This design comes from an exercise in tuning for small area and a short achievable clock period on the open sky130 flow, not from production work. In this exercise RTL edits were held to simulation tests only and were not proved equivalent to the original.

$ cat flow/flow/run.sh
#!/bin/bash
# Layout flow. Synthesis is the standard synthesis, unchanged. After the floorplan,
# every combinational cell is set to its smallest drive strength (downsize.tcl); the rest
# is the standard layout, with the ports buffered by buf_2 cells and timing repair
# aiming at 6 ns of setup slack, so that it upsizes only the cells the timing needs.
# After the global-route repair, recover.tcl sets cells back to smaller drive strengths
# where that does not lower the worst setup slack (recover_hook.tcl).
# Each step's full output goes to its own log file in this folder.
set -euo pipefail
here=$(pwd)
bash standard.sh synth > synth.log 2>&1
bash standard.sh floorplan > floorplan.log 2>&1
odb=$(ls $here/orfs/results/*/pe/base/2_floorplan.odb)
DS_ODB=$odb openroad -no_init -exit flow/downsize.tcl > downsize.log 2>&1
bash standard.sh 'BUFFER_PORTS_ARGS=-buffer_cell sky130_fd_sc_hd__buf_2' SETUP_SLACK_MARGIN=6.5 POST_GLOBAL_ROUTE_TCL=$here/flow/recover_hook.tcl finish > layout.log 2>&1
$ cat flow/flow/downsize.tcl
# Set every combinational standard cell to the smallest drive strength of the same
# function; timing repair later in the flow upsizes the cells that need it.
# Flip-flops, tap cells and port buffers are left alone.
set odb_file $::env(DS_ODB)
read_db $odb_file
set db [ord::get_db]
set block [ord::get_db_block]
set skip {dfxtp dfxbp dfrtp dfrbp dfstp dfsbp edfxtp sdfxtp tapvpwrvgnd conb clkbuf clkinv}
set n 0
foreach inst [$block getInsts] {
  set m [$inst getMaster]
  set name [$m getName]
  if {![regexp {^sky130_fd_sc_hd__(\w+)_(\d+)$} $name -> base drive]} { continue }
  if {[lsearch -exact $skip $base] >= 0} { continue }
  set best ""
  set best_area [expr {[$m getWidth] * [$m getHeight]}]
  foreach d {0 1 2} {
    if {$d >= $drive} { break }
    set cand [$db findMaster "sky130_fd_sc_hd__${base}_$d"]
    if {$cand eq "NULL" || $cand eq ""} { continue }
    set a [expr {[$cand getWidth] * [$cand getHeight]}]
    if {$a < $best_area} { set best $cand; set best_area $a }
  }
  if {$best ne ""} {
    $inst swapMaster $best
    incr n
  }
}
puts "downsized $n instances"
write_db $odb_file
$ cat flow/flow/recover.tcl
# Area recovery after timing repair: try each combinational cell at a smaller drive
# strength, least critical first, and keep the change only if the worst setup slack does
# not drop (by more than 5 ps in all) and the max-slew and max-capacitance checks keep a
# 20% margin (or what they had).
# est is the estimate_parasitics mode in use at this point of the flow.
proc pe_recover_est {est} {
  estimate_parasitics $est
}
proc pe_recover_area {est} {
  set db [ord::get_db]
  set block [ord::get_db_block]
  pe_recover_est $est
  set wns0 [sta::worst_slack_cmd max]
  set floor [expr {$wns0 - 0.005e-9}]
  set slew0 [sta::max_slew_violation_count]
  set cap0 [sta::max_capacitance_violation_count]
  set slewlim [expr {min(0.2, [sta::max_slew_check_slack_limit])}]
  set caplim [expr {min(0.2, [sta::max_capacitance_check_slack_limit])}]
  set cands {}
  foreach inst [$block getInsts] {
    set name [[$inst getMaster] getName]
    if {![regexp {^sky130_fd_sc_hd__(\w+)_(\d+)$} $name -> base drive]} { continue }
    if {[regexp {^(dfxtp|dfxbp|dfrtp|dfrbp|dfstp|dfsbp|edfxtp|sdfxtp|tapvpwrvgnd|conb|clkbuf|clkinv|clkdlybuf4s50|decap|fill)} $base]} { continue }
    if {$drive <= 1} { continue }
    set pin_slack 1.0
    foreach it [$inst getITerms] {
      if {[$it isOutputSignal]} {
        set p [get_pins -quiet [$inst getName]/[[$it getMTerm] getName]]
        if {$p ne ""} { set pin_slack [get_property $p slack_max] }
      }
    }
    lappend cands [list $pin_slack $inst $base $drive]
  }
  set cands [lsort -real -decreasing -index 0 $cands]
  set n 0
  foreach c $cands {
    lassign $c s inst base drive
    set orig [[$inst getMaster] getName]
    foreach d {0 1 2 4 6 8} {
      if {$d >= $drive} { break }
      set m [$db findMaster "sky130_fd_sc_hd__${base}_$d"]
      if {$m eq "NULL" || $m eq ""} { continue }
      replace_cell [$inst getName] "sky130_fd_sc_hd__${base}_$d"
      pe_recover_est $est
      if {[sta::worst_slack_cmd max] >= $floor && [sta::max_slew_violation_count] <= $slew0
          && [sta::max_capacitance_violation_count] <= $cap0
          && [sta::max_slew_check_slack_limit] >= $slewlim
          && [sta::max_capacitance_check_slack_limit] >= $caplim} {
        incr n
        break
      }
      replace_cell [$inst getName] $orig
      pe_recover_est $est
    }
  }
  puts "area recovery: downsized $n of [llength $cands] cells, worst slack [sta::worst_slack_cmd max] (was $wns0)"
}
$ cat flow/flow/recover_hook.tcl
# POST_GLOBAL_ROUTE hook: area recovery (recover.tcl) after the global-route timing
# repair, with the nets of resized cells routed again incrementally.
source [file join [file dirname [info script]] recover.tcl]
global_route -start_incremental
pe_recover_area -global_routing
global_route -end_incremental
estimate_parasitics -global_routing
report_worst_slack -max -digits 3
write_guides $::env(RESULTS_DIR)/route.guide
$ cat flow/standard.sh
#!/bin/bash
# synth_recipe.tcl (not shown) runs the flow's synth.tcl, then flattens the netlist and writes it again
# the make line also repeats each setting of config.mk as NAME=value (left out here)
make -C /OpenROAD-flow-scripts/flow DESIGN_CONFIG=/design/flow/config.mk WORK_HOME=/design/flow/orfs CLKGATE_MAP_FILE= SYNTH_SCRIPT=/design/flow/synth_recipe.tcl "${@:-finish}"
$ cat flow/config.mk
export PLATFORM = sky130hd
export DESIGN_NAME = pe
export DESIGN_NICKNAME = pe
export VERILOG_FILES = /design/flow/design.v
export SDC_FILE = /design/flow/constraint.sdc
export NUM_CORES = 4
export LEC_CHECK = 0
export CAP_MARGIN = 20
export CORE_MARGIN = 2
export CORE_UTILIZATION = 60
export PLACE_DENSITY = 0.75
export SETUP_SLACK_MARGIN = 5
export SLEW_MARGIN = 20
export SYNTH_HIERARCHICAL = 1
$ cat flow/constraint.sdc
create_clock -name core_clock -period 11.0 [get_ports {clk}]
set_input_delay 2.2000 -clock core_clock [delete_from_list [all_inputs] [get_ports {clk}]]
set_output_delay 2.2000 -clock core_clock [all_outputs]
set_load 0.01 [all_outputs]
$ cat flow/design.v
`default_nettype none
`timescale 1ns / 1ps
module pe (
    input wire clk,
    input wire rst,
    input wire [15:0] act,
    input wire [15:0] wgt,
    input wire store,
    input wire reuse,
    input wire [3:0] addr,
    input wire update_out,
    output reg [31:0] out
);
    reg [31:0] accg;              
    reg [31:0] bm_r;              
    reg [7:0] one, two, neg;      
    reg [15:0] r1, r2, r3;        
    reg start;
    wire [31:0] acc_next;
    wire a0 = addr == 4'd0;
    wire a1 = addr == 4'd1;
    wire a2 = addr == 4'd2;
    wire a3 = addr == 4'd3;
    wire [15:0] bm = ({16{~reuse}} & wgt) | ({16{reuse & a1}} & r1)
                   | ({16{reuse & a2}} & r2) | ({16{reuse & a3}} & r3);
    wire [31:0] bsel = rst ? 32'd0 : (reuse & a0) ? acc_next : {16'd0, bm};
    wire keep = ~rst & ~start;
    wire [17:0] ax = {1'b0, act, 1'b0};
    wire [7:0] one_d, two_d;
    genvar g;
    generate for (g = 0; g < 8; g = g + 1) begin : enc
        assign one_d[g] = ax[2*g+1] ^ ax[2*g];
        assign two_d[g] = (ax[2*g+2] & ~ax[2*g+1] & ~ax[2*g]) | (~ax[2*g+2] & ax[2*g+1] & ax[2*g]);
    end endgenerate
    wire [32:0] Bx = {bm_r, 1'b0};
    wire [31:0] pp0;
    wire [29:0] pp1;
    wire [27:0] pp2;
    wire [25:0] pp3;
    wire [23:0] pp4;
    wire [21:0] pp5;
    wire [19:0] pp6;
    wire [17:0] pp7;
    generate for (g = 0; g < 32; g = g + 1) begin : pp
        if (g > 0 && g < 32) pe_bsel b0 (.one(one[0]), .two(two[0]), .neg(neg[0]), .b1(Bx[g+1]), .b0(Bx[g]), .p(pp0[g]));
        if (g > 0 && g < 30) pe_bsel b1 (.one(one[1]), .two(two[1]), .neg(neg[1]), .b1(Bx[g+1]), .b0(Bx[g]), .p(pp1[g]));
        if (g > 0 && g < 28) pe_bsel b2 (.one(one[2]), .two(two[2]), .neg(neg[2]), .b1(Bx[g+1]), .b0(Bx[g]), .p(pp2[g]));
        if (g > 0 && g < 26) pe_bsel b3 (.one(one[3]), .two(two[3]), .neg(neg[3]), .b1(Bx[g+1]), .b0(Bx[g]), .p(pp3[g]));
        if (g > 0 && g < 24) pe_bsel b4 (.one(one[4]), .two(two[4]), .neg(neg[4]), .b1(Bx[g+1]), .b0(Bx[g]), .p(pp4[g]));
        if (g > 0 && g < 22) pe_bsel b5 (.one(one[5]), .two(two[5]), .neg(neg[5]), .b1(Bx[g+1]), .b0(Bx[g]), .p(pp5[g]));
        if (g > 0 && g < 20) pe_bsel b6 (.one(one[6]), .two(two[6]), .neg(neg[6]), .b1(Bx[g+1]), .b0(Bx[g]), .p(pp6[g]));
        if (g > 0 && g < 18) pe_bsel b7 (.one(one[7]), .two(two[7]), .neg(neg[7]), .b1(Bx[g+1]), .b0(Bx[g]), .p(pp7[g]));
    end endgenerate
    assign pp0[0] = (one[0] & bm_r[0]) ^ neg[0];
    assign pp1[0] = (one[1] & bm_r[0]) ^ neg[1];
    assign pp2[0] = (one[2] & bm_r[0]) ^ neg[2];
    assign pp3[0] = (one[3] & bm_r[0]) ^ neg[3];
    assign pp4[0] = (one[4] & bm_r[0]) ^ neg[4];
    assign pp5[0] = (one[5] & bm_r[0]) ^ neg[5];
    assign pp6[0] = (one[6] & bm_r[0]) ^ neg[6];
    assign pp7[0] = (one[7] & bm_r[0]) ^ neg[7];
    wire [31:0] acc_s_g = accg;
    wire [15:0] pp8 = {16{neg[7]}} & bm_r[15:0];      
    wire hs1, hc1;
    pe_ha u0 (.a(acc_s_g[14]), .b(neg[7]), .s(hs1), .co(hc1));
    wire hs2, hc2;
    pe_ha u1 (.a(acc_s_g[15]), .b(pp0[15]), .s(hs2), .co(hc2));
    wire fs1, fc1;
    pe_fa u2 (.a(acc_s_g[16]), .b(pp8[0]), .c(pp0[16]), .s(fs1), .co(fc1));
    wire fs2, fc2;
    pe_fa u3 (.a(acc_s_g[17]), .b(pp8[1]), .c(pp0[17]), .s(fs2), .co(fc2));
    wire fs3, fc3;
    pe_fa u4 (.a(acc_s_g[18]), .b(pp8[2]), .c(pp0[18]), .s(fs3), .co(fc3));
    wire fs4, fc4;
    pe_fa u5 (.a(acc_s_g[19]), .b(pp8[3]), .c(pp0[19]), .s(fs4), .co(fc4));
    wire fs5, fc5;
    pe_fa u6 (.a(acc_s_g[20]), .b(pp8[4]), .c(pp0[20]), .s(fs5), .co(fc5));
    wire fs6, fc6;
    pe_fa u7 (.a(acc_s_g[21]), .b(pp8[5]), .c(pp0[21]), .s(fs6), .co(fc6));
    wire fs7, fc7;
    pe_fa u8 (.a(acc_s_g[22]), .b(pp8[6]), .c(pp0[22]), .s(fs7), .co(fc7));
    wire fs8, fc8;
    pe_fa u9 (.a(acc_s_g[23]), .b(pp8[7]), .c(pp0[23]), .s(fs8), .co(fc8));
    wire fs9, fc9;
    pe_fa u10 (.a(acc_s_g[24]), .b(pp8[8]), .c(pp0[24]), .s(fs9), .co(fc9));
    wire fs10, fc10;
    pe_fa u11 (.a(acc_s_g[25]), .b(pp8[9]), .c(pp0[25]), .s(fs10), .co(fc10));
    wire fs11, fc11;
    pe_fa u12 (.a(acc_s_g[26]), .b(pp8[10]), .c(pp0[26]), .s(fs11), .co(fc11));
    wire fs12, fc12;
    pe_fa u13 (.a(acc_s_g[27]), .b(pp8[11]), .c(pp0[27]), .s(fs12), .co(fc12));
    wire fs13, fc13;
    pe_fa u14 (.a(acc_s_g[28]), .b(pp8[12]), .c(pp0[28]), .s(fs13), .co(fc13));
    wire fs14, fc14;
    pe_fa u15 (.a(acc_s_g[29]), .b(pp8[13]), .c(pp0[29]), .s(fs14), .co(fc14));
    wire fs15, fc15;
    pe_fa u16 (.a(acc_s_g[30]), .b(pp8[14]), .c(pp0[30]), .s(fs15), .co(fc15));
    wire fs16, fc16;
    pe_fa u17 (.a(acc_s_g[31]), .b(pp8[15]), .c(pp0[31]), .s(fs16), .co(fc16));
    wire hs3, hc3;
    pe_ha u18 (.a(acc_s_g[8]), .b(neg[4]), .s(hs3), .co(hc3));
    wire hs4, hc4;
    pe_ha u19 (.a(acc_s_g[9]), .b(pp0[9]), .s(hs4), .co(hc4));
    wire fs17, fc17;
    pe_fa u20 (.a(acc_s_g[10]), .b(neg[5]), .c(pp0[10]), .s(fs17), .co(fc17));
    wire hs5, hc5;
    pe_ha u21 (.a(pp1[8]), .b(pp2[6]), .s(hs5), .co(hc5));
    wire fs18, fc18;
    pe_fa u22 (.a(acc_s_g[11]), .b(pp0[11]), .c(pp1[9]), .s(fs18), .co(fc18));
    wire hs6, hc6;
    pe_ha u23 (.a(pp2[7]), .b(pp3[5]), .s(hs6), .co(hc6));
    wire fs19, fc19;
    pe_fa u24 (.a(acc_s_g[12]), .b(neg[6]), .c(pp0[12]), .s(fs19), .co(fc19));
    wire fs20, fc20;
    pe_fa u25 (.a(pp1[10]), .b(pp2[8]), .c(pp3[6]), .s(fs20), .co(fc20));
    wire hs7, hc7;
    pe_ha u26 (.a(pp4[4]), .b(pp5[2]), .s(hs7), .co(hc7));
    wire fs21, fc21;
    pe_fa u27 (.a(acc_s_g[13]), .b(pp0[13]), .c(pp1[11]), .s(fs21), .co(fc21));
    wire fs22, fc22;
    pe_fa u28 (.a(pp2[9]), .b(pp3[7]), .c(pp4[5]), .s(fs22), .co(fc22));
    wire hs8, hc8;
    pe_ha u29 (.a(pp5[3]), .b(pp6[1]), .s(hs8), .co(hc8));
    wire fs23, fc23;
    pe_fa u30 (.a(hs1), .b(pp0[14]), .c(pp1[12]), .s(fs23), .co(fc23));
    wire fs24, fc24;
    pe_fa u31 (.a(pp2[10]), .b(pp3[8]), .c(pp4[6]), .s(fs24), .co(fc24));
    wire fs25, fc25;
    pe_fa u32 (.a(pp5[4]), .b(pp6[2]), .c(pp7[0]), .s(fs25), .co(fc25));
    wire fs26, fc26;
    pe_fa u33 (.a(hc1), .b(pp1[13]), .c(pp2[11]), .s(fs26), .co(fc26));
    wire fs27, fc27;
    pe_fa u34 (.a(pp3[9]), .b(pp4[7]), .c(pp5[5]), .s(fs27), .co(fc27));
    wire fs28, fc28;
    pe_fa u35 (.a(pp6[3]), .b(pp7[1]), .c(hs2), .s(fs28), .co(fc28));
    wire fs29, fc29;
    pe_fa u36 (.a(pp1[14]), .b(pp2[12]), .c(pp3[10]), .s(fs29), .co(fc29));
    wire fs30, fc30;
    pe_fa u37 (.a(pp4[8]), .b(pp5[6]), .c(pp6[4]), .s(fs30), .co(fc30));
    wire fs31, fc31;
    pe_fa u38 (.a(pp7[2]), .b(hc2), .c(fs1), .s(fs31), .co(fc31));
    wire fs32, fc32;
    pe_fa u39 (.a(pp1[15]), .b(pp2[13]), .c(pp3[11]), .s(fs32), .co(fc32));
    wire fs33, fc33;
    pe_fa u40 (.a(pp4[9]), .b(pp5[7]), .c(pp6[5]), .s(fs33), .co(fc33));
    wire fs34, fc34;
    pe_fa u41 (.a(pp7[3]), .b(fc1), .c(fs2), .s(fs34), .co(fc34));
    wire fs35, fc35;
    pe_fa u42 (.a(pp1[16]), .b(pp2[14]), .c(pp3[12]), .s(fs35), .co(fc35));
    wire fs36, fc36;
    pe_fa u43 (.a(pp4[10]), .b(pp5[8]), .c(pp6[6]), .s(fs36), .co(fc36));
    wire fs37, fc37;
    pe_fa u44 (.a(pp7[4]), .b(fc2), .c(fs3), .s(fs37), .co(fc37));
    wire fs38, fc38;
    pe_fa u45 (.a(pp1[17]), .b(pp2[15]), .c(pp3[13]), .s(fs38), .co(fc38));
    wire fs39, fc39;
    pe_fa u46 (.a(pp4[11]), .b(pp5[9]), .c(pp6[7]), .s(fs39), .co(fc39));
    wire fs40, fc40;
    pe_fa u47 (.a(pp7[5]), .b(fc3), .c(fs4), .s(fs40), .co(fc40));
    wire fs41, fc41;
    pe_fa u48 (.a(pp1[18]), .b(pp2[16]), .c(pp3[14]), .s(fs41), .co(fc41));
    wire fs42, fc42;
    pe_fa u49 (.a(pp4[12]), .b(pp5[10]), .c(pp6[8]), .s(fs42), .co(fc42));
    wire fs43, fc43;
    pe_fa u50 (.a(pp7[6]), .b(fc4), .c(fs5), .s(fs43), .co(fc43));
    wire fs44, fc44;
    pe_fa u51 (.a(pp1[19]), .b(pp2[17]), .c(pp3[15]), .s(fs44), .co(fc44));
    wire fs45, fc45;
    pe_fa u52 (.a(pp4[13]), .b(pp5[11]), .c(pp6[9]), .s(fs45), .co(fc45));
    wire fs46, fc46;
    pe_fa u53 (.a(pp7[7]), .b(fc5), .c(fs6), .s(fs46), .co(fc46));
    wire fs47, fc47;
    pe_fa u54 (.a(pp1[20]), .b(pp2[18]), .c(pp3[16]), .s(fs47), .co(fc47));
    wire fs48, fc48;
    pe_fa u55 (.a(pp4[14]), .b(pp5[12]), .c(pp6[10]), .s(fs48), .co(fc48));
    wire fs49, fc49;
    pe_fa u56 (.a(pp7[8]), .b(fc6), .c(fs7), .s(fs49), .co(fc49));
    wire fs50, fc50;
    pe_fa u57 (.a(pp1[21]), .b(pp2[19]), .c(pp3[17]), .s(fs50), .co(fc50));
    wire fs51, fc51;
    pe_fa u58 (.a(pp4[15]), .b(pp5[13]), .c(pp6[11]), .s(fs51), .co(fc51));
    wire fs52, fc52;
    pe_fa u59 (.a(pp7[9]), .b(fc7), .c(fs8), .s(fs52), .co(fc52));
    wire fs53, fc53;
    pe_fa u60 (.a(pp1[22]), .b(pp2[20]), .c(pp3[18]), .s(fs53), .co(fc53));
    wire fs54, fc54;
    pe_fa u61 (.a(pp4[16]), .b(pp5[14]), .c(pp6[12]), .s(fs54), .co(fc54));
    wire fs55, fc55;
    pe_fa u62 (.a(pp7[10]), .b(fc8), .c(fs9), .s(fs55), .co(fc55));
    wire fs56, fc56;
    pe_fa u63 (.a(pp1[23]), .b(pp2[21]), .c(pp3[19]), .s(fs56), .co(fc56));
    wire fs57, fc57;
    pe_fa u64 (.a(pp4[17]), .b(pp5[15]), .c(pp6[13]), .s(fs57), .co(fc57));
    wire fs58, fc58;
    pe_fa u65 (.a(pp7[11]), .b(fc9), .c(fs10), .s(fs58), .co(fc58));
    wire fs59, fc59;
    pe_fa u66 (.a(pp1[24]), .b(pp2[22]), .c(pp3[20]), .s(fs59), .co(fc59));
    wire fs60, fc60;
    pe_fa u67 (.a(pp4[18]), .b(pp5[16]), .c(pp6[14]), .s(fs60), .co(fc60));
    wire fs61, fc61;
    pe_fa u68 (.a(pp7[12]), .b(fc10), .c(fs11), .s(fs61), .co(fc61));
    wire fs62, fc62;
    pe_fa u69 (.a(pp1[25]), .b(pp2[23]), .c(pp3[21]), .s(fs62), .co(fc62));
    wire fs63, fc63;
    pe_fa u70 (.a(pp4[19]), .b(pp5[17]), .c(pp6[15]), .s(fs63), .co(fc63));
    wire fs64, fc64;
    pe_fa u71 (.a(pp7[13]), .b(fc11), .c(fs12), .s(fs64), .co(fc64));
    wire fs65, fc65;
    pe_fa u72 (.a(pp1[26]), .b(pp2[24]), .c(pp3[22]), .s(fs65), .co(fc65));
    wire fs66, fc66;
    pe_fa u73 (.a(pp4[20]), .b(pp5[18]), .c(pp6[16]), .s(fs66), .co(fc66));
    wire fs67, fc67;
    pe_fa u74 (.a(pp7[14]), .b(fc12), .c(fs13), .s(fs67), .co(fc67));
    wire fs68, fc68;
    pe_fa u75 (.a(pp1[27]), .b(pp2[25]), .c(pp3[23]), .s(fs68), .co(fc68));
    wire fs69, fc69;
    pe_fa u76 (.a(pp4[21]), .b(pp5[19]), .c(pp6[17]), .s(fs69), .co(fc69));
    wire fs70, fc70;
    pe_fa u77 (.a(pp7[15]), .b(fc13), .c(fs14), .s(fs70), .co(fc70));
    wire fs71, fc71;
    pe_fa u78 (.a(pp1[28]), .b(pp2[26]), .c(pp3[24]), .s(fs71), .co(fc71));
    wire fs72, fc72;
    pe_fa u79 (.a(pp4[22]), .b(pp5[20]), .c(pp6[18]), .s(fs72), .co(fc72));
    wire fs73, fc73;
    pe_fa u80 (.a(pp7[16]), .b(fc14), .c(fs15), .s(fs73), .co(fc73));
    wire fs74, fc74;
    pe_fa u81 (.a(pp1[29]), .b(pp2[27]), .c(pp3[25]), .s(fs74), .co(fc74));
    wire fs75, fc75;
    pe_fa u82 (.a(pp4[23]), .b(pp5[21]), .c(pp6[19]), .s(fs75), .co(fc75));
    wire fs76, fc76;
    pe_fa u83 (.a(pp7[17]), .b(fc15), .c(fs16), .s(fs76), .co(fc76));
    wire hs9, hc9;
    pe_ha u84 (.a(acc_s_g[4]), .b(neg[2]), .s(hs9), .co(hc9));
    wire hs10, hc10;
    pe_ha u85 (.a(acc_s_g[5]), .b(pp0[5]), .s(hs10), .co(hc10));
    wire fs77, fc77;
    pe_fa u86 (.a(acc_s_g[6]), .b(neg[3]), .c(pp0[6]), .s(fs77), .co(fc77));
    wire hs11, hc11;
    pe_ha u87 (.a(pp1[4]), .b(pp2[2]), .s(hs11), .co(hc11));
    wire fs78, fc78;
    pe_fa u88 (.a(acc_s_g[7]), .b(pp0[7]), .c(pp1[5]), .s(fs78), .co(fc78));
    wire hs12, hc12;
    pe_ha u89 (.a(pp2[3]), .b(pp3[1]), .s(hs12), .co(hc12));
    wire fs79, fc79;
    pe_fa u90 (.a(hs3), .b(pp0[8]), .c(pp1[6]), .s(fs79), .co(fc79));
    wire fs80, fc80;
    pe_fa u91 (.a(pp2[4]), .b(pp3[2]), .c(pp4[0]), .s(fs80), .co(fc80));
    wire fs81, fc81;
    pe_fa u92 (.a(hc3), .b(pp1[7]), .c(pp2[5]), .s(fs81), .co(fc81));
    wire fs82, fc82;
    pe_fa u93 (.a(pp3[3]), .b(pp4[1]), .c(hs4), .s(fs82), .co(fc82));
    wire fs83, fc83;
    pe_fa u94 (.a(pp3[4]), .b(pp4[2]), .c(pp5[0]), .s(fs83), .co(fc83));
    wire fs84, fc84;
    pe_fa u95 (.a(hc4), .b(hs5), .c(fs17), .s(fs84), .co(fc84));
    wire fs85, fc85;
    pe_fa u96 (.a(pp4[3]), .b(pp5[1]), .c(hc5), .s(fs85), .co(fc85));
    wire fs86, fc86;
    pe_fa u97 (.a(hs6), .b(fc17), .c(fs18), .s(fs86), .co(fc86));
    wire fs87, fc87;
    pe_fa u98 (.a(pp6[0]), .b(hc6), .c(hs7), .s(fs87), .co(fc87));
    wire fs88, fc88;
    pe_fa u99 (.a(fs19), .b(fc18), .c(fs20), .s(fs88), .co(fc88));
    wire fs89, fc89;
    pe_fa u100 (.a(hc7), .b(hs8), .c(fc19), .s(fs89), .co(fc89));
    wire fs90, fc90;
    pe_fa u101 (.a(fc20), .b(fs21), .c(fs22), .s(fs90), .co(fc90));
    wire fs91, fc91;
    pe_fa u102 (.a(hc8), .b(fc21), .c(fc22), .s(fs91), .co(fc91));
    wire fs92, fc92;
    pe_fa u103 (.a(fs23), .b(fs24), .c(fs25), .s(fs92), .co(fc92));
    wire fs93, fc93;
    pe_fa u104 (.a(fc23), .b(fc24), .c(fc25), .s(fs93), .co(fc93));
    wire fs94, fc94;
    pe_fa u105 (.a(fs26), .b(fs27), .c(fs28), .s(fs94), .co(fc94));
    wire fs95, fc95;
    pe_fa u106 (.a(fc26), .b(fc27), .c(fs29), .s(fs95), .co(fc95));
    wire fs96, fc96;
    pe_fa u107 (.a(fs30), .b(fc28), .c(fs31), .s(fs96), .co(fc96));
    wire fs97, fc97;
    pe_fa u108 (.a(fc29), .b(fc30), .c(fs32), .s(fs97), .co(fc97));
    wire fs98, fc98;
    pe_fa u109 (.a(fs33), .b(fc31), .c(fs34), .s(fs98), .co(fc98));
    wire fs99, fc99;
    pe_fa u110 (.a(fc32), .b(fc33), .c(fs35), .s(fs99), .co(fc99));
    wire fs100, fc100;
    pe_fa u111 (.a(fs36), .b(fc34), .c(fs37), .s(fs100), .co(fc100));
    wire fs101, fc101;
    pe_fa u112 (.a(fc35), .b(fc36), .c(fs38), .s(fs101), .co(fc101));
    wire fs102, fc102;
    pe_fa u113 (.a(fs39), .b(fc37), .c(fs40), .s(fs102), .co(fc102));
    wire fs103, fc103;
    pe_fa u114 (.a(fc38), .b(fc39), .c(fs41), .s(fs103), .co(fc103));
    wire fs104, fc104;
    pe_fa u115 (.a(fs42), .b(fc40), .c(fs43), .s(fs104), .co(fc104));
    wire fs105, fc105;
    pe_fa u116 (.a(fc41), .b(fc42), .c(fs44), .s(fs105), .co(fc105));
    wire fs106, fc106;
    pe_fa u117 (.a(fs45), .b(fc43), .c(fs46), .s(fs106), .co(fc106));
    wire fs107, fc107;
    pe_fa u118 (.a(fc44), .b(fc45), .c(fs47), .s(fs107), .co(fc107));
    wire fs108, fc108;
    pe_fa u119 (.a(fs48), .b(fc46), .c(fs49), .s(fs108), .co(fc108));
    wire fs109, fc109;
    pe_fa u120 (.a(fc47), .b(fc48), .c(fs50), .s(fs109), .co(fc109));
    wire fs110, fc110;
    pe_fa u121 (.a(fs51), .b(fc49), .c(fs52), .s(fs110), .co(fc110));
    wire fs111, fc111;
    pe_fa u122 (.a(fc50), .b(fc51), .c(fs53), .s(fs111), .co(fc111));
    wire fs112, fc112;
    pe_fa u123 (.a(fs54), .b(fc52), .c(fs55), .s(fs112), .co(fc112));
    wire fs113, fc113;
    pe_fa u124 (.a(fc53), .b(fc54), .c(fs56), .s(fs113), .co(fc113));
    wire fs114, fc114;
    pe_fa u125 (.a(fs57), .b(fc55), .c(fs58), .s(fs114), .co(fc114));
    wire fs115, fc115;
    pe_fa u126 (.a(fc56), .b(fc57), .c(fs59), .s(fs115), .co(fc115));
    wire fs116, fc116;
    pe_fa u127 (.a(fs60), .b(fc58), .c(fs61), .s(fs116), .co(fc116));
    wire fs117, fc117;
    pe_fa u128 (.a(fc59), .b(fc60), .c(fs62), .s(fs117), .co(fc117));
    wire fs118, fc118;
    pe_fa u129 (.a(fs63), .b(fc61), .c(fs64), .s(fs118), .co(fc118));
    wire fs119, fc119;
    pe_fa u130 (.a(fc62), .b(fc63), .c(fs65), .s(fs119), .co(fc119));
    wire fs120, fc120;
    pe_fa u131 (.a(fs66), .b(fc64), .c(fs67), .s(fs120), .co(fc120));
    wire fs121, fc121;
    pe_fa u132 (.a(fc65), .b(fc66), .c(fs68), .s(fs121), .co(fc121));
    wire fs122, fc122;
    pe_fa u133 (.a(fs69), .b(fc67), .c(fs70), .s(fs122), .co(fc122));
    wire fs123, fc123;
    pe_fa u134 (.a(fc68), .b(fc69), .c(fs71), .s(fs123), .co(fc123));
    wire fs124, fc124;
    pe_fa u135 (.a(fs72), .b(fc70), .c(fs73), .s(fs124), .co(fc124));
    wire fs125, fc125;
    pe_fa u136 (.a(fc71), .b(fc72), .c(fs74), .s(fs125), .co(fc125));
    wire fs126, fc126;
    pe_fa u137 (.a(fs75), .b(fc73), .c(fs76), .s(fs126), .co(fc126));
    wire hs13, hc13;
    pe_ha u138 (.a(acc_s_g[2]), .b(neg[1]), .s(hs13), .co(hc13));
    wire hs14, hc14;
    pe_ha u139 (.a(acc_s_g[3]), .b(pp0[3]), .s(hs14), .co(hc14));
    wire fs127, fc127;
    pe_fa u140 (.a(hs9), .b(pp0[4]), .c(pp1[2]), .s(fs127), .co(fc127));
    wire fs128, fc128;
    pe_fa u141 (.a(hc9), .b(pp1[3]), .c(pp2[1]), .s(fs128), .co(fc128));
    wire fs129, fc129;
    pe_fa u142 (.a(pp3[0]), .b(hc10), .c(hs11), .s(fs129), .co(fc129));
    wire fs130, fc130;
    pe_fa u143 (.a(hc11), .b(hs12), .c(fc77), .s(fs130), .co(fc130));
    wire fs131, fc131;
    pe_fa u144 (.a(hc12), .b(fc78), .c(fs79), .s(fs131), .co(fc131));
    wire fs132, fc132;
    pe_fa u145 (.a(fc79), .b(fc80), .c(fs81), .s(fs132), .co(fc132));
    wire fs133, fc133;
    pe_fa u146 (.a(fc81), .b(fs83), .c(fc82), .s(fs133), .co(fc133));
    wire fs134, fc134;
    pe_fa u147 (.a(fc83), .b(fs85), .c(fc84), .s(fs134), .co(fc134));
    wire fs135, fc135;
    pe_fa u148 (.a(fc85), .b(fs87), .c(fc86), .s(fs135), .co(fc135));
    wire fs136, fc136;
    pe_fa u149 (.a(fc87), .b(fs89), .c(fc88), .s(fs136), .co(fc136));
    wire fs137, fc137;
    pe_fa u150 (.a(fc89), .b(fc90), .c(fs91), .s(fs137), .co(fc137));
    wire fs138, fc138;
    pe_fa u151 (.a(fc91), .b(fc92), .c(fs93), .s(fs138), .co(fc138));
    wire fs139, fc139;
    pe_fa u152 (.a(fc93), .b(fs95), .c(fc94), .s(fs139), .co(fc139));
    wire fs140, fc140;
    pe_fa u153 (.a(fc95), .b(fs97), .c(fc96), .s(fs140), .co(fc140));
    wire fs141, fc141;
    pe_fa u154 (.a(fc97), .b(fs99), .c(fc98), .s(fs141), .co(fc141));
    wire fs142, fc142;
    pe_fa u155 (.a(fc99), .b(fs101), .c(fc100), .s(fs142), .co(fc142));
    wire fs143, fc143;
    pe_fa u156 (.a(fc101), .b(fs103), .c(fc102), .s(fs143), .co(fc143));
    wire fs144, fc144;
    pe_fa u157 (.a(fc103), .b(fs105), .c(fc104), .s(fs144), .co(fc144));
    wire fs145, fc145;
    pe_fa u158 (.a(fc105), .b(fs107), .c(fc106), .s(fs145), .co(fc145));
    wire fs146, fc146;
    pe_fa u159 (.a(fc107), .b(fs109), .c(fc108), .s(fs146), .co(fc146));
    wire fs147, fc147;
    pe_fa u160 (.a(fc109), .b(fs111), .c(fc110), .s(fs147), .co(fc147));
    wire fs148, fc148;
    pe_fa u161 (.a(fc111), .b(fs113), .c(fc112), .s(fs148), .co(fc148));
    wire fs149, fc149;
    pe_fa u162 (.a(fc113), .b(fs115), .c(fc114), .s(fs149), .co(fc149));
    wire fs150, fc150;
    pe_fa u163 (.a(fc115), .b(fs117), .c(fc116), .s(fs150), .co(fc150));
    wire fs151, fc151;
    pe_fa u164 (.a(fc117), .b(fs119), .c(fc118), .s(fs151), .co(fc151));
    wire fs152, fc152;
    pe_fa u165 (.a(fc119), .b(fs121), .c(fc120), .s(fs152), .co(fc152));
    wire fs153, fc153;
    pe_fa u166 (.a(fc121), .b(fs123), .c(fc122), .s(fs153), .co(fc153));
    wire fs154, fc154;
    pe_fa u167 (.a(fc123), .b(fs125), .c(fc124), .s(fs154), .co(fc154));
    wire hs15, hc15;
    pe_ha u168 (.a(acc_s_g[0]), .b(neg[0]), .s(hs15), .co(hc15));
    wire hs16, hc16;
    pe_ha u169 (.a(acc_s_g[1]), .b(pp0[1]), .s(hs16), .co(hc16));
    wire fs155, fc155;
    pe_fa u170 (.a(hs13), .b(pp0[2]), .c(pp1[0]), .s(fs155), .co(fc155));
    wire fs156, fc156;
    pe_fa u171 (.a(hc13), .b(pp1[1]), .c(hs14), .s(fs156), .co(fc156));
    wire fs157, fc157;
    pe_fa u172 (.a(pp2[0]), .b(hc14), .c(fs127), .s(fs157), .co(fc157));
    wire fs158, fc158;
    pe_fa u173 (.a(hs10), .b(fc127), .c(fs128), .s(fs158), .co(fc158));
    wire fs159, fc159;
    pe_fa u174 (.a(fs77), .b(fc128), .c(fs129), .s(fs159), .co(fc159));
    wire fs160, fc160;
    pe_fa u175 (.a(fs78), .b(fc129), .c(fs130), .s(fs160), .co(fc160));
    wire fs161, fc161;
    pe_fa u176 (.a(fs80), .b(fc130), .c(fs131), .s(fs161), .co(fc161));
    wire fs162, fc162;
    pe_fa u177 (.a(fs82), .b(fc131), .c(fs132), .s(fs162), .co(fc162));
    wire fs163, fc163;
    pe_fa u178 (.a(fs84), .b(fc132), .c(fs133), .s(fs163), .co(fc163));
    wire fs164, fc164;
    pe_fa u179 (.a(fs86), .b(fc133), .c(fs134), .s(fs164), .co(fc164));
    wire fs165, fc165;
    pe_fa u180 (.a(fs88), .b(fc134), .c(fs135), .s(fs165), .co(fc165));
    wire fs166, fc166;
    pe_fa u181 (.a(fs90), .b(fc135), .c(fs136), .s(fs166), .co(fc166));
    wire fs167, fc167;
    pe_fa u182 (.a(fs92), .b(fc136), .c(fs137), .s(fs167), .co(fc167));
    wire fs168, fc168;
    pe_fa u183 (.a(fs94), .b(fc137), .c(fs138), .s(fs168), .co(fc168));
    wire fs169, fc169;
    pe_fa u184 (.a(fs96), .b(fc138), .c(fs139), .s(fs169), .co(fc169));
    wire fs170, fc170;
    pe_fa u185 (.a(fs98), .b(fc139), .c(fs140), .s(fs170), .co(fc170));
    wire fs171, fc171;
    pe_fa u186 (.a(fs100), .b(fc140), .c(fs141), .s(fs171), .co(fc171));
    wire fs172, fc172;
    pe_fa u187 (.a(fs102), .b(fc141), .c(fs142), .s(fs172), .co(fc172));
    wire fs173, fc173;
    pe_fa u188 (.a(fs104), .b(fc142), .c(fs143), .s(fs173), .co(fc173));
    wire fs174, fc174;
    pe_fa u189 (.a(fs106), .b(fc143), .c(fs144), .s(fs174), .co(fc174));
    wire fs175, fc175;
    pe_fa u190 (.a(fs108), .b(fc144), .c(fs145), .s(fs175), .co(fc175));
    wire fs176, fc176;
    pe_fa u191 (.a(fs110), .b(fc145), .c(fs146), .s(fs176), .co(fc176));
    wire fs177, fc177;
    pe_fa u192 (.a(fs112), .b(fc146), .c(fs147), .s(fs177), .co(fc177));
    wire fs178, fc178;
    pe_fa u193 (.a(fs114), .b(fc147), .c(fs148), .s(fs178), .co(fc178));
    wire fs179, fc179;
    pe_fa u194 (.a(fs116), .b(fc148), .c(fs149), .s(fs179), .co(fc179));
    wire fs180, fc180;
    pe_fa u195 (.a(fs118), .b(fc149), .c(fs150), .s(fs180), .co(fc180));
    wire fs181, fc181;
    pe_fa u196 (.a(fs120), .b(fc150), .c(fs151), .s(fs181), .co(fc181));
    wire fs182, fc182;
    pe_fa u197 (.a(fs122), .b(fc151), .c(fs152), .s(fs182), .co(fc182));
    wire fs183, fc183;
    pe_fa u198 (.a(fs124), .b(fc152), .c(fs153), .s(fs183), .co(fc183));
    wire fs184, fc184;
    pe_fa u199 (.a(fs126), .b(fc153), .c(fs154), .s(fs184), .co(fc184));
    wire [31:0] row_a = {fc183, fc182, fc181, fc180, fc179, fc178, fc177, fc176, fc175, fc174, fc173, fc172, fc171, fc170, fc169, fc168, fc167, fc166, fc165, fc164, fc163, fc162, fc161, fc160, fc159, fc158, fc157, fc156, fc155, hc16, hc15, hs15};
    wire [31:0] row_b = {fs184, fs183, fs182, fs181, fs180, fs179, fs178, fs177, fs176, fs175, fs174, fs173, fs172, fs171, fs170, fs169, fs168, fs167, fs166, fs165, fs164, fs163, fs162, fs161, fs160, fs159, fs158, fs157, fs156, fs155, hs16, pp0[0]};
    pe_cpa cpa (.a(row_a), .b(row_b), .s(acc_next));
    always @(posedge clk) begin
        bm_r <= bsel;
        one <= one_d;
        two <= two_d;
        neg <= {8{~rst}} & {act[15], act[13], act[11], act[9], act[7], act[5], act[3], act[1]};
        accg <= {32{keep}} & acc_next;
        if (rst) begin
            r1 <= 16'd0;
            r2 <= 16'd0;
            r3 <= 16'd0;
            out <= 32'd0;
            start <= 1'b0;
        end else begin
            if (store && a1) r1 <= wgt;
            if (store && a2) r2 <= wgt;
            if (store && a3) r3 <= wgt;
            if (update_out) out <= acc_next;
            start <= update_out;
        end
    end
endmodule
module pe_cpa (input wire [31:0] a, input wire [31:0] b, output wire [31:0] s);
    wire [31:0] cg0 = a & b;
    wire [31:0] cp0 = a ^ b;
    wire [31:0] cg1, cp1;
    assign cg1[0] = cg0[0]; assign cp1[0] = cp0[0];
    assign cg1[1] = cg0[1] | (cp0[1] & cg0[0]); assign cp1[1] = cp0[1] & cp0[0];
    assign cg1[2] = cg0[2]; assign cp1[2] = cp0[2];
    assign cg1[3] = cg0[3] | (cp0[3] & cg0[2]); assign cp1[3] = cp0[3] & cp0[2];
    assign cg1[4] = cg0[4]; assign cp1[4] = cp0[4];
    assign cg1[5] = cg0[5] | (cp0[5] & cg0[4]); assign cp1[5] = cp0[5] & cp0[4];
    assign cg1[6] = cg0[6]; assign cp1[6] = cp0[6];
    assign cg1[7] = cg0[7] | (cp0[7] & cg0[6]); assign cp1[7] = cp0[7] & cp0[6];
    assign cg1[8] = cg0[8]; assign cp1[8] = cp0[8];
    assign cg1[9] = cg0[9] | (cp0[9] & cg0[8]); assign cp1[9] = cp0[9] & cp0[8];
    assign cg1[10] = cg0[10]; assign cp1[10] = cp0[10];
    assign cg1[11] = cg0[11] | (cp0[11] & cg0[10]); assign cp1[11] = cp0[11] & cp0[10];
    assign cg1[12] = cg0[12]; assign cp1[12] = cp0[12];
    assign cg1[13] = cg0[13] | (cp0[13] & cg0[12]); assign cp1[13] = cp0[13] & cp0[12];
    assign cg1[14] = cg0[14]; assign cp1[14] = cp0[14];
    assign cg1[15] = cg0[15] | (cp0[15] & cg0[14]); assign cp1[15] = cp0[15] & cp0[14];
    assign cg1[16] = cg0[16]; assign cp1[16] = cp0[16];
    assign cg1[17] = cg0[17] | (cp0[17] & cg0[16]); assign cp1[17] = cp0[17] & cp0[16];
    assign cg1[18] = cg0[18]; assign cp1[18] = cp0[18];
    assign cg1[19] = cg0[19] | (cp0[19] & cg0[18]); assign cp1[19] = cp0[19] & cp0[18];
    assign cg1[20] = cg0[20]; assign cp1[20] = cp0[20];
    assign cg1[21] = cg0[21] | (cp0[21] & cg0[20]); assign cp1[21] = cp0[21] & cp0[20];
    assign cg1[22] = cg0[22]; assign cp1[22] = cp0[22];
    assign cg1[23] = cg0[23] | (cp0[23] & cg0[22]); assign cp1[23] = cp0[23] & cp0[22];
    assign cg1[24] = cg0[24]; assign cp1[24] = cp0[24];
    assign cg1[25] = cg0[25] | (cp0[25] & cg0[24]); assign cp1[25] = cp0[25] & cp0[24];
    assign cg1[26] = cg0[26]; assign cp1[26] = cp0[26];
    assign cg1[27] = cg0[27] | (cp0[27] & cg0[26]); assign cp1[27] = cp0[27] & cp0[26];
    assign cg1[28] = cg0[28]; assign cp1[28] = cp0[28];
    assign cg1[29] = cg0[29] | (cp0[29] & cg0[28]); assign cp1[29] = cp0[29] & cp0[28];
    assign cg1[30] = cg0[30]; assign cp1[30] = cp0[30];
    assign cg1[31] = cg0[31] | (cp0[31] & cg0[30]); assign cp1[31] = cp0[31] & cp0[30];
    wire [31:0] cg2, cp2;
    assign cg2[0] = cg1[0]; assign cp2[0] = cp1[0];
    assign cg2[1] = cg1[1]; assign cp2[1] = cp1[1];
    assign cg2[2] = cg1[2] | (cp1[2] & cg1[1]); assign cp2[2] = cp1[2] & cp1[1];
    assign cg2[3] = cg1[3] | (cp1[3] & cg1[1]); assign cp2[3] = cp1[3] & cp1[1];
    assign cg2[4] = cg1[4]; assign cp2[4] = cp1[4];
    assign cg2[5] = cg1[5]; assign cp2[5] = cp1[5];
    assign cg2[6] = cg1[6] | (cp1[6] & cg1[5]); assign cp2[6] = cp1[6] & cp1[5];
    assign cg2[7] = cg1[7] | (cp1[7] & cg1[5]); assign cp2[7] = cp1[7] & cp1[5];
    assign cg2[8] = cg1[8]; assign cp2[8] = cp1[8];
    assign cg2[9] = cg1[9]; assign cp2[9] = cp1[9];
    assign cg2[10] = cg1[10] | (cp1[10] & cg1[9]); assign cp2[10] = cp1[10] & cp1[9];
    assign cg2[11] = cg1[11] | (cp1[11] & cg1[9]); assign cp2[11] = cp1[11] & cp1[9];
    assign cg2[12] = cg1[12]; assign cp2[12] = cp1[12];
    assign cg2[13] = cg1[13]; assign cp2[13] = cp1[13];
    assign cg2[14] = cg1[14] | (cp1[14] & cg1[13]); assign cp2[14] = cp1[14] & cp1[13];
    assign cg2[15] = cg1[15] | (cp1[15] & cg1[13]); assign cp2[15] = cp1[15] & cp1[13];
    assign cg2[16] = cg1[16]; assign cp2[16] = cp1[16];
    assign cg2[17] = cg1[17]; assign cp2[17] = cp1[17];
    assign cg2[18] = cg1[18] | (cp1[18] & cg1[17]); assign cp2[18] = cp1[18] & cp1[17];
    assign cg2[19] = cg1[19] | (cp1[19] & cg1[17]); assign cp2[19] = cp1[19] & cp1[17];
    assign cg2[20] = cg1[20]; assign cp2[20] = cp1[20];
    assign cg2[21] = cg1[21]; assign cp2[21] = cp1[21];
    assign cg2[22] = cg1[22] | (cp1[22] & cg1[21]); assign cp2[22] = cp1[22] & cp1[21];
    assign cg2[23] = cg1[23] | (cp1[23] & cg1[21]); assign cp2[23] = cp1[23] & cp1[21];
    assign cg2[24] = cg1[24]; assign cp2[24] = cp1[24];
    assign cg2[25] = cg1[25]; assign cp2[25] = cp1[25];
    assign cg2[26] = cg1[26] | (cp1[26] & cg1[25]); assign cp2[26] = cp1[26] & cp1[25];
    assign cg2[27] = cg1[27] | (cp1[27] & cg1[25]); assign cp2[27] = cp1[27] & cp1[25];
    assign cg2[28] = cg1[28]; assign cp2[28] = cp1[28];
    assign cg2[29] = cg1[29]; assign cp2[29] = cp1[29];
    assign cg2[30] = cg1[30] | (cp1[30] & cg1[29]); assign cp2[30] = cp1[30] & cp1[29];
    assign cg2[31] = cg1[31] | (cp1[31] & cg1[29]); assign cp2[31] = cp1[31] & cp1[29];
    wire [31:0] cg3, cp3;
    assign cg3[0] = cg2[0]; assign cp3[0] = cp2[0];
    assign cg3[1] = cg2[1]; assign cp3[1] = cp2[1];
    assign cg3[2] = cg2[2]; assign cp3[2] = cp2[2];
    assign cg3[3] = cg2[3]; assign cp3[3] = cp2[3];
    assign cg3[4] = cg2[4] | (cp2[4] & cg2[3]); assign cp3[4] = cp2[4] & cp2[3];
    assign cg3[5] = cg2[5] | (cp2[5] & cg2[3]); assign cp3[5] = cp2[5] & cp2[3];
    assign cg3[6] = cg2[6] | (cp2[6] & cg2[3]); assign cp3[6] = cp2[6] & cp2[3];
    assign cg3[7] = cg2[7] | (cp2[7] & cg2[3]); assign cp3[7] = cp2[7] & cp2[3];
    assign cg3[8] = cg2[8]; assign cp3[8] = cp2[8];
    assign cg3[9] = cg2[9]; assign cp3[9] = cp2[9];
    assign cg3[10] = cg2[10]; assign cp3[10] = cp2[10];
    assign cg3[11] = cg2[11]; assign cp3[11] = cp2[11];
    assign cg3[12] = cg2[12] | (cp2[12] & cg2[11]); assign cp3[12] = cp2[12] & cp2[11];
    assign cg3[13] = cg2[13] | (cp2[13] & cg2[11]); assign cp3[13] = cp2[13] & cp2[11];
    assign cg3[14] = cg2[14] | (cp2[14] & cg2[11]); assign cp3[14] = cp2[14] & cp2[11];
    assign cg3[15] = cg2[15] | (cp2[15] & cg2[11]); assign cp3[15] = cp2[15] & cp2[11];
    assign cg3[16] = cg2[16]; assign cp3[16] = cp2[16];
    assign cg3[17] = cg2[17]; assign cp3[17] = cp2[17];
    assign cg3[18] = cg2[18]; assign cp3[18] = cp2[18];
    assign cg3[19] = cg2[19]; assign cp3[19] = cp2[19];
    assign cg3[20] = cg2[20] | (cp2[20] & cg2[19]); assign cp3[20] = cp2[20] & cp2[19];
    assign cg3[21] = cg2[21] | (cp2[21] & cg2[19]); assign cp3[21] = cp2[21] & cp2[19];
    assign cg3[22] = cg2[22] | (cp2[22] & cg2[19]); assign cp3[22] = cp2[22] & cp2[19];
    assign cg3[23] = cg2[23] | (cp2[23] & cg2[19]); assign cp3[23] = cp2[23] & cp2[19];
    assign cg3[24] = cg2[24]; assign cp3[24] = cp2[24];
    assign cg3[25] = cg2[25]; assign cp3[25] = cp2[25];
    assign cg3[26] = cg2[26]; assign cp3[26] = cp2[26];
    assign cg3[27] = cg2[27]; assign cp3[27] = cp2[27];
    assign cg3[28] = cg2[28] | (cp2[28] & cg2[27]); assign cp3[28] = cp2[28] & cp2[27];
    assign cg3[29] = cg2[29] | (cp2[29] & cg2[27]); assign cp3[29] = cp2[29] & cp2[27];
    assign cg3[30] = cg2[30] | (cp2[30] & cg2[27]); assign cp3[30] = cp2[30] & cp2[27];
    assign cg3[31] = cg2[31] | (cp2[31] & cg2[27]); assign cp3[31] = cp2[31] & cp2[27];
    wire [31:0] cg4, cp4;
    assign cg4[0] = cg3[0]; assign cp4[0] = cp3[0];
    assign cg4[1] = cg3[1]; assign cp4[1] = cp3[1];
    assign cg4[2] = cg3[2]; assign cp4[2] = cp3[2];
    assign cg4[3] = cg3[3]; assign cp4[3] = cp3[3];
    assign cg4[4] = cg3[4]; assign cp4[4] = cp3[4];
    assign cg4[5] = cg3[5]; assign cp4[5] = cp3[5];
    assign cg4[6] = cg3[6]; assign cp4[6] = cp3[6];
    assign cg4[7] = cg3[7]; assign cp4[7] = cp3[7];
    assign cg4[8] = cg3[8] | (cp3[8] & cg3[7]); assign cp4[8] = cp3[8] & cp3[7];
    assign cg4[9] = cg3[9] | (cp3[9] & cg3[7]); assign cp4[9] = cp3[9] & cp3[7];
    assign cg4[10] = cg3[10] | (cp3[10] & cg3[7]); assign cp4[10] = cp3[10] & cp3[7];
    assign cg4[11] = cg3[11] | (cp3[11] & cg3[7]); assign cp4[11] = cp3[11] & cp3[7];
    assign cg4[12] = cg3[12] | (cp3[12] & cg3[7]); assign cp4[12] = cp3[12] & cp3[7];
    assign cg4[13] = cg3[13] | (cp3[13] & cg3[7]); assign cp4[13] = cp3[13] & cp3[7];
    assign cg4[14] = cg3[14] | (cp3[14] & cg3[7]); assign cp4[14] = cp3[14] & cp3[7];
    assign cg4[15] = cg3[15] | (cp3[15] & cg3[7]); assign cp4[15] = cp3[15] & cp3[7];
    assign cg4[16] = cg3[16]; assign cp4[16] = cp3[16];
    assign cg4[17] = cg3[17]; assign cp4[17] = cp3[17];
    assign cg4[18] = cg3[18]; assign cp4[18] = cp3[18];
    assign cg4[19] = cg3[19]; assign cp4[19] = cp3[19];
    assign cg4[20] = cg3[20]; assign cp4[20] = cp3[20];
    assign cg4[21] = cg3[21]; assign cp4[21] = cp3[21];
    assign cg4[22] = cg3[22]; assign cp4[22] = cp3[22];
    assign cg4[23] = cg3[23]; assign cp4[23] = cp3[23];
    assign cg4[24] = cg3[24] | (cp3[24] & cg3[23]); assign cp4[24] = cp3[24] & cp3[23];
    assign cg4[25] = cg3[25] | (cp3[25] & cg3[23]); assign cp4[25] = cp3[25] & cp3[23];
    assign cg4[26] = cg3[26] | (cp3[26] & cg3[23]); assign cp4[26] = cp3[26] & cp3[23];
    assign cg4[27] = cg3[27] | (cp3[27] & cg3[23]); assign cp4[27] = cp3[27] & cp3[23];
    assign cg4[28] = cg3[28] | (cp3[28] & cg3[23]); assign cp4[28] = cp3[28] & cp3[23];
    assign cg4[29] = cg3[29] | (cp3[29] & cg3[23]); assign cp4[29] = cp3[29] & cp3[23];
    assign cg4[30] = cg3[30] | (cp3[30] & cg3[23]); assign cp4[30] = cp3[30] & cp3[23];
    assign cg4[31] = cg3[31] | (cp3[31] & cg3[23]); assign cp4[31] = cp3[31] & cp3[23];
    wire [31:0] cg5, cp5;
    assign cg5[0] = cg4[0]; assign cp5[0] = cp4[0];
    assign cg5[1] = cg4[1]; assign cp5[1] = cp4[1];
    assign cg5[2] = cg4[2]; assign cp5[2] = cp4[2];
    assign cg5[3] = cg4[3]; assign cp5[3] = cp4[3];
    assign cg5[4] = cg4[4]; assign cp5[4] = cp4[4];
    assign cg5[5] = cg4[5]; assign cp5[5] = cp4[5];
    assign cg5[6] = cg4[6]; assign cp5[6] = cp4[6];
    assign cg5[7] = cg4[7]; assign cp5[7] = cp4[7];
    assign cg5[8] = cg4[8]; assign cp5[8] = cp4[8];
    assign cg5[9] = cg4[9]; assign cp5[9] = cp4[9];
    assign cg5[10] = cg4[10]; assign cp5[10] = cp4[10];
    assign cg5[11] = cg4[11]; assign cp5[11] = cp4[11];
    assign cg5[12] = cg4[12]; assign cp5[12] = cp4[12];
    assign cg5[13] = cg4[13]; assign cp5[13] = cp4[13];
    assign cg5[14] = cg4[14]; assign cp5[14] = cp4[14];
    assign cg5[15] = cg4[15]; assign cp5[15] = cp4[15];
    assign cg5[16] = cg4[16] | (cp4[16] & cg4[15]); assign cp5[16] = cp4[16] & cp4[15];
    assign cg5[17] = cg4[17] | (cp4[17] & cg4[15]); assign cp5[17] = cp4[17] & cp4[15];
    assign cg5[18] = cg4[18] | (cp4[18] & cg4[15]); assign cp5[18] = cp4[18] & cp4[15];
    assign cg5[19] = cg4[19] | (cp4[19] & cg4[15]); assign cp5[19] = cp4[19] & cp4[15];
    assign cg5[20] = cg4[20] | (cp4[20] & cg4[15]); assign cp5[20] = cp4[20] & cp4[15];
    assign cg5[21] = cg4[21] | (cp4[21] & cg4[15]); assign cp5[21] = cp4[21] & cp4[15];
    assign cg5[22] = cg4[22] | (cp4[22] & cg4[15]); assign cp5[22] = cp4[22] & cp4[15];
    assign cg5[23] = cg4[23] | (cp4[23] & cg4[15]); assign cp5[23] = cp4[23] & cp4[15];
    assign cg5[24] = cg4[24] | (cp4[24] & cg4[15]); assign cp5[24] = cp4[24] & cp4[15];
    assign cg5[25] = cg4[25] | (cp4[25] & cg4[15]); assign cp5[25] = cp4[25] & cp4[15];
    assign cg5[26] = cg4[26] | (cp4[26] & cg4[15]); assign cp5[26] = cp4[26] & cp4[15];
    assign cg5[27] = cg4[27] | (cp4[27] & cg4[15]); assign cp5[27] = cp4[27] & cp4[15];
    assign cg5[28] = cg4[28] | (cp4[28] & cg4[15]); assign cp5[28] = cp4[28] & cp4[15];
    assign cg5[29] = cg4[29] | (cp4[29] & cg4[15]); assign cp5[29] = cp4[29] & cp4[15];
    assign cg5[30] = cg4[30] | (cp4[30] & cg4[15]); assign cp5[30] = cp4[30] & cp4[15];
    assign cg5[31] = cg4[31] | (cp4[31] & cg4[15]); assign cp5[31] = cp4[31] & cp4[15];
    assign s = cp0 ^ {cg5[30:0], 1'b0};
endmodule
module pe_bsel (input wire one, input wire two, input wire neg, input wire b1, input wire b0, output wire p);
    assign p = ((one & b1) | (two & b0)) ^ neg;
endmodule
module pe_fa (input wire a, input wire b, input wire c, output wire s, output wire co);
    assign s = a ^ b ^ c;
    assign co = (a & b) | (a & c) | (b & c);
endmodule
module pe_ha (input wire a, input wire b, output wire s, output wire co);
    assign s = a ^ b;
    assign co = a & b;
endmodule
==> notes.md <==
# TYPE chip_impl_metric gauge
chip_impl_info{name="worst_hold_path_type",value="reg2reg"} 1
chip_impl_metric{name="numPortBuffers",unit=""} 72
chip_impl_metric{name="detailedRoute.firstPassIterationCount",unit=""} 9
chip_impl_info{name="crit-reg2reg-launch",value="one[2]"} 1
chip_impl_info{name="cts_tree",value="done"} 1
chip_impl_metric{name="wire_per_inst",unit="µm"} 25.1
chip_impl_metric{name="worst_setup_hold_path_clk_slew",unit="ps"} 80
chip_impl_metric{name="grt_pass1_vias",unit=""} 12600
chip_impl_metric{name="drive_above_1_share",unit="%"} 10.8
chip_impl_metric{name="fp.coreArea",unit="µm²"} 25900
chip_impl_metric{name="num_rows",unit=""} 59
chip_impl_metric{name="floorplan.die.width",unit="µm"} 166
chip_impl_info{name="outcome",value="finished clean"} 1
chip_impl_metric{name="clockBufferDepth",unit=""} 2
chip_impl_metric{name="design.portCount",unit=""} 73
chip_impl_metric{name="skew",unit="ps"} 27.2
chip_impl_metric{name="layout-area-overhead-vs-synth",unit="%"} 6.59
chip_impl_metric{name="post_synth_inst_count",unit=""} 1385
chip_impl_metric{name="clock_sink_count",unit=""} 169
chip_impl_metric{name="grt_resource_usage_total",unit="%"} 32.6
chip_impl_metric{name="die_area",unit="µm²"} 27600
chip_impl_metric{name="place.gp.congestion",unit=""} 0.898
chip_impl_metric{name="finalSetupViolCount",unit=""} 0
chip_impl_metric{name="cts_hold_repair.buffers",unit=""} 0
chip_impl_metric{name="arrival",unit="ps"} 5650
chip_impl_metric{name="gr-total-overflow",unit=""} 0
chip_impl_metric{name="synth-edff-count",unit=""} 0
chip_impl_metric{name="postSynth.asyncResetShare",unit="%"} 0
chip_impl_metric{name="placed_cells",unit=""} 1772
chip_impl_metric{name="yosysWarningCount",unit=""} 7
chip_impl_metric{name="fp.dieH",unit="µm"} 166
chip_impl_metric{name="timing.max_cap.violations",unit=""} 0
chip_impl_metric{name="nets",unit=""} 1788
chip_impl_metric{name="seq_area_frac_synth",unit="%"} 21.5
chip_impl_metric{name="worstHoldPathCells",unit=""} 2
chip_impl_metric{name="timing.critical_path.required",unit="ps"} 11290
chip_impl_metric{name="preCtsSetupSlack",unit="ps"} 4840
chip_impl_info{name="timing_worst_setup_path_type",value="reg2reg"} 1
chip_impl_metric{name="post_synth.cell_area_avg",unit="µm²"} 11.4
chip_impl_metric{name="min_cycle_time_layout",unit="ps"} 5360
chip_impl_info{name="setup.worst_path.end_class",value="flip-flop"} 1
chip_impl_metric{name="fin_ws",unit="ps"} 5640
chip_impl_info{name="capture_endpoint_of_the_worst_hold_path",value="r2[2]"} 1
chip_impl_metric{name="start_util",unit="%"} 60.8
chip_impl_metric{name="ff2ff_setup_slack",unit="ps"} 5640
chip_impl_info{name="clk_tree_root_cell",value="sky130_fd_sc_hd__clkbuf_16"} 1
chip_impl_metric{name="crit_path_max_fanout",unit=""} 15
chip_impl_metric{name="final_cells",unit=""} 1860
chip_impl_metric{name="ys_ff_latch",unit=""} 169
chip_impl_metric{name="detailed_route_wire_length",unit="µm"} 46700
chip_impl_metric{name="initialDrtViolationCount",unit=""} 1805
chip_impl_metric{name="timing.reg2reg.worst_path_depth",unit=""} 15
chip_impl_info{name="rr_endpoint",value="bm_r[14]"} 1
chip_impl_metric{name="timing_max_transition_violations_final",unit=""} 0
chip_impl_info{name="hold_path.startpoint",value="r2[2]"} 1
chip_impl_metric{name="synth_nets",unit=""} 1661
chip_impl_info{name="synth_top_flop_cell",value="sky130_fd_sc_hd__dfxtp_1"} 1
chip_impl_metric{name="tightestPinTransition",unit="ps"} 1170
chip_impl_metric{name="antenna_found_initial",unit=""} 0
chip_impl_metric{name="post-cts-setup-buffers",unit=""} 33
chip_impl_metric{name="cts-buffers-inserted",unit=""} 17
chip_impl_metric{name="ctsResizeCount",unit=""} 166
chip_impl_metric{name="maximum_number_of_pins_on_one_net_before_global_route_repair",unit=""} 93
chip_impl_metric{name="timing.hold.ws",unit="ps"} 476
chip_impl_metric{name="route.vias.total",unit=""} 12300
chip_impl_metric{name="antenna-diode-count",unit=""} 0
chip_impl_metric{name="clock_tree.htree_level_count",unit=""} 4
chip_impl_metric{name="max_slew_margin",unit="%"} 21.8
chip_impl_metric{name="postRouteAntennaNets",unit=""} 0
chip_impl_metric{name="grt_first_pass_wirelength",unit="µm"} 71000
chip_impl_metric{name="finalHoldViolations",unit=""} 0
chip_impl_metric{name="synth_cell_type_count",unit=""} 60
chip_impl_metric{name="layout_worst_path_cycle_share",unit="%"} 48.7
chip_impl_metric{name="worstSkewPairLatency",unit="ps"} 450
chip_impl_metric{name="route.detailed.drc",unit=""} 0
chip_impl_metric{name="tns",unit="ps"} 0
chip_impl_metric{name="dp.final_hpwl",unit="µm"} 28500
chip_impl_metric{name="fillCellCount",unit=""} 2005
chip_impl_info{name="start_kind",value="flip-flop"} 1
chip_impl_metric{name="max_freq",unit="MHz"} 187
chip_impl_metric{name="post_synthesis_cell_area",unit="µm²"} 15800
chip_impl_metric{name="vias_per_cell",unit=""} 6.62
[Yosys cell counts, types with 20 or more instances]
master | n | area, µm²
sky130_fd_sc_hd__a22oi_2 | 192 | 2400
sky130_fd_sc_hd__nor2_1 | 48 | 180
sky130_fd_sc_hd__nand2b_1 | 68 | 425
sky130_fd_sc_hd__mux2i_1 | 67 | 671
sky130_fd_sc_hd__dfxtp_1 | 169 | 3380
sky130_fd_sc_hd__nand2_1 | 32 | 120
sky130_fd_sc_hd__nor3_1 | 40 | 200
sky130_fd_sc_hd__nand3_1 | 20 | 100
sky130_fd_sc_hd__clkbuf_1 | 28 | 105
sky130_fd_sc_hd__and2_1 | 64 | 400
sky130_fd_sc_hd__a21oi_1 | 32 | 160
sky130_fd_sc_hd__fa_1 | 189 | 3780
sky130_fd_sc_hd__o21ai_0 | 28 | 140
sky130_fd_sc_hd__xnor2_1 | 216 | 1890
sky130_fd_sc_hd__ha_1 | 46 | 576
[metrics by stage]
step | utilization (%) | area, µm²
4_1_cts | 65.9 | 17100
3_5_place_dp | 59.7 | 15500
6_report | 64.9 | 16800
3_3_place_gp | 59.7 | 15500
2_1_floorplan | - | 15800
[modules after synthesis (local to each module, per instance)]
module,times used,flops+latches
pe_ha,16,0
pe_cpa,1,0
pe_fa,184,0
pe,1,169
pe_bsel,192,0
[routing by layer]
layer / track usage, % / vias up / wire length, µm
met4: 15.0 / 0 / 2380
li1: - / 5168 / -
met2: 50.4 / 885 / 21100
met5: 0 / - / 0
met1: 43.5 / 6045 / 18000
met3: 8.01 / 210 / 5230
[sequential cells by signal, summed over array words and instances, names as in the netlist]
| register | cells |
|---|---|
| out | 32 |
| r1 | 16 |
| start | 1 |
| accg | 32 |
| bm_r | 32 |
| r3 | 16 |
| r2 | 16 |
| two | 8 |
| one | 8 |
| neg | 8 |
[how the worst max path moves through the flow]
stage	depth (start not counted)	startpoint	slack, ps	to
final	15	one[2]	5640	bm_r[14]
after CTS	19	one[0]	5830	out[31]
after detailed placement	16	one[2]	4840	out[31]
after global placement	16	one[2]	4910	out[29]
after floorplan	16	one[0]	5310	out[30]
[cell usage in the layout, fill, tap and decap left out, types with 30 or more instances in the layout]
master                     netlist  final
sky130_fd_sc_hd__a21oi_1        32     31
sky130_fd_sc_hd__nor2_1         48     48
sky130_fd_sc_hd__dfxtp_1       169    130
sky130_fd_sc_hd__nand2_1        32     30
sky130_fd_sc_hd__ha_1           46     32
sky130_fd_sc_hd__dfxtp_4         0     31
sky130_fd_sc_hd__nand2b_1       68     68
sky130_fd_sc_hd__and2_1         64     62
sky130_fd_sc_hd__nor3_1         40     40
sky130_fd_sc_hd__buf_1           4    104
sky130_fd_sc_hd__xnor2_1       216    209
sky130_fd_sc_hd__a22oi_1         1    185
sky130_fd_sc_hd__fa_1          189    184
sky130_fd_sc_hd__mux2i_1        67     66
[final cells by class]
class / count / area [µm²] / area share, %
flip-flops and latches: 169 / 3510 / 20.9
inverters: 16 / 63.8 / 0.380
multi-input cells: 1156 / 11400 / 68.0
well taps: 335 / 419 / 2.49
clock inverters: 13 / 92.6 / 0.551
clock buffers: 19 / 453 / 2.70
repair buffers: 152 / 845 / 5.03
[worst max-delay path, stage by stage (launching register included)]
cell and delay (ps):
sky130_fd_sc_hd__dfxtp_4 480, sky130_fd_sc_hd__buf_2 360, sky130_fd_sc_hd__a22oi_1 160, sky130_fd_sc_hd__xnor2_1 270, sky130_fd_sc_hd__fa_1 500, sky130_fd_sc_hd__fa_1 540, sky130_fd_sc_hd__fa_1 490, sky130_fd_sc_hd__ha_4 320
sky130_fd_sc_hd__nand2_1 100, sky130_fd_sc_hd__a21oi_1 170, sky130_fd_sc_hd__a21boi_0 230, sky130_fd_sc_hd__o21ai_0 510, sky130_fd_sc_hd__a21oi_1 170, sky130_fd_sc_hd__xnor2_1 440, sky130_fd_sc_hd__nor3_1 120, sky130_fd_sc_hd__nor3_1 360
[cell families (layout without fill, tap and decap cells)]
family / count (synthesis) / after routing / synth area share, %
XOR/XNOR: 230 / 230 / 12.8
AND/OR/NAND/NOR: 303 / 303 / 10.6
flip-flops: 169 / 169 / 21.5
multiplexers: 83 / 83 / 5.40
buffers and inverters: 60 / 200 / 1.67
AO/OA/AOI/OAI: 305 / 305 / 20.5
adder cells (fa/ha/maj): 235 / 235 / 27.6

static timing again, ports no longer ideal:
No port has a modelled driver above. Below, the same layout with a new extraction and two added sets of constraints. Step 1 (the two cells are an assumption about what drives the block):
set clk [get_ports {clk}]
set_driving_cell -lib_cell sky130_fd_sc_hd__clkbuf_16 $clk
set_driving_cell -lib_cell sky130_fd_sc_hd__buf_2 [delete_from_list [all_inputs] $clk]
Step 2 times the ports against the registers' clock, not the clock port: input delays grow and output delays shrink by t, the midpoint of the rising clock arrivals with the driver on. Three values: ideal, step 1, step 2; two values: the first two.
t (ns): 0.481
slack for setup (ns): 5.639 / 5.639 / 5.639
worst setup path at the end: register to register
clock arrival spread, ns: 0.028 / 0.027
worst register clock-pin slew, ns: 0.08 / 0.08
After both steps this run still meets setup and hold. For this run, drivers alone change the setup slack by 0.000 ns; drivers and shift together by 0.000 ns.
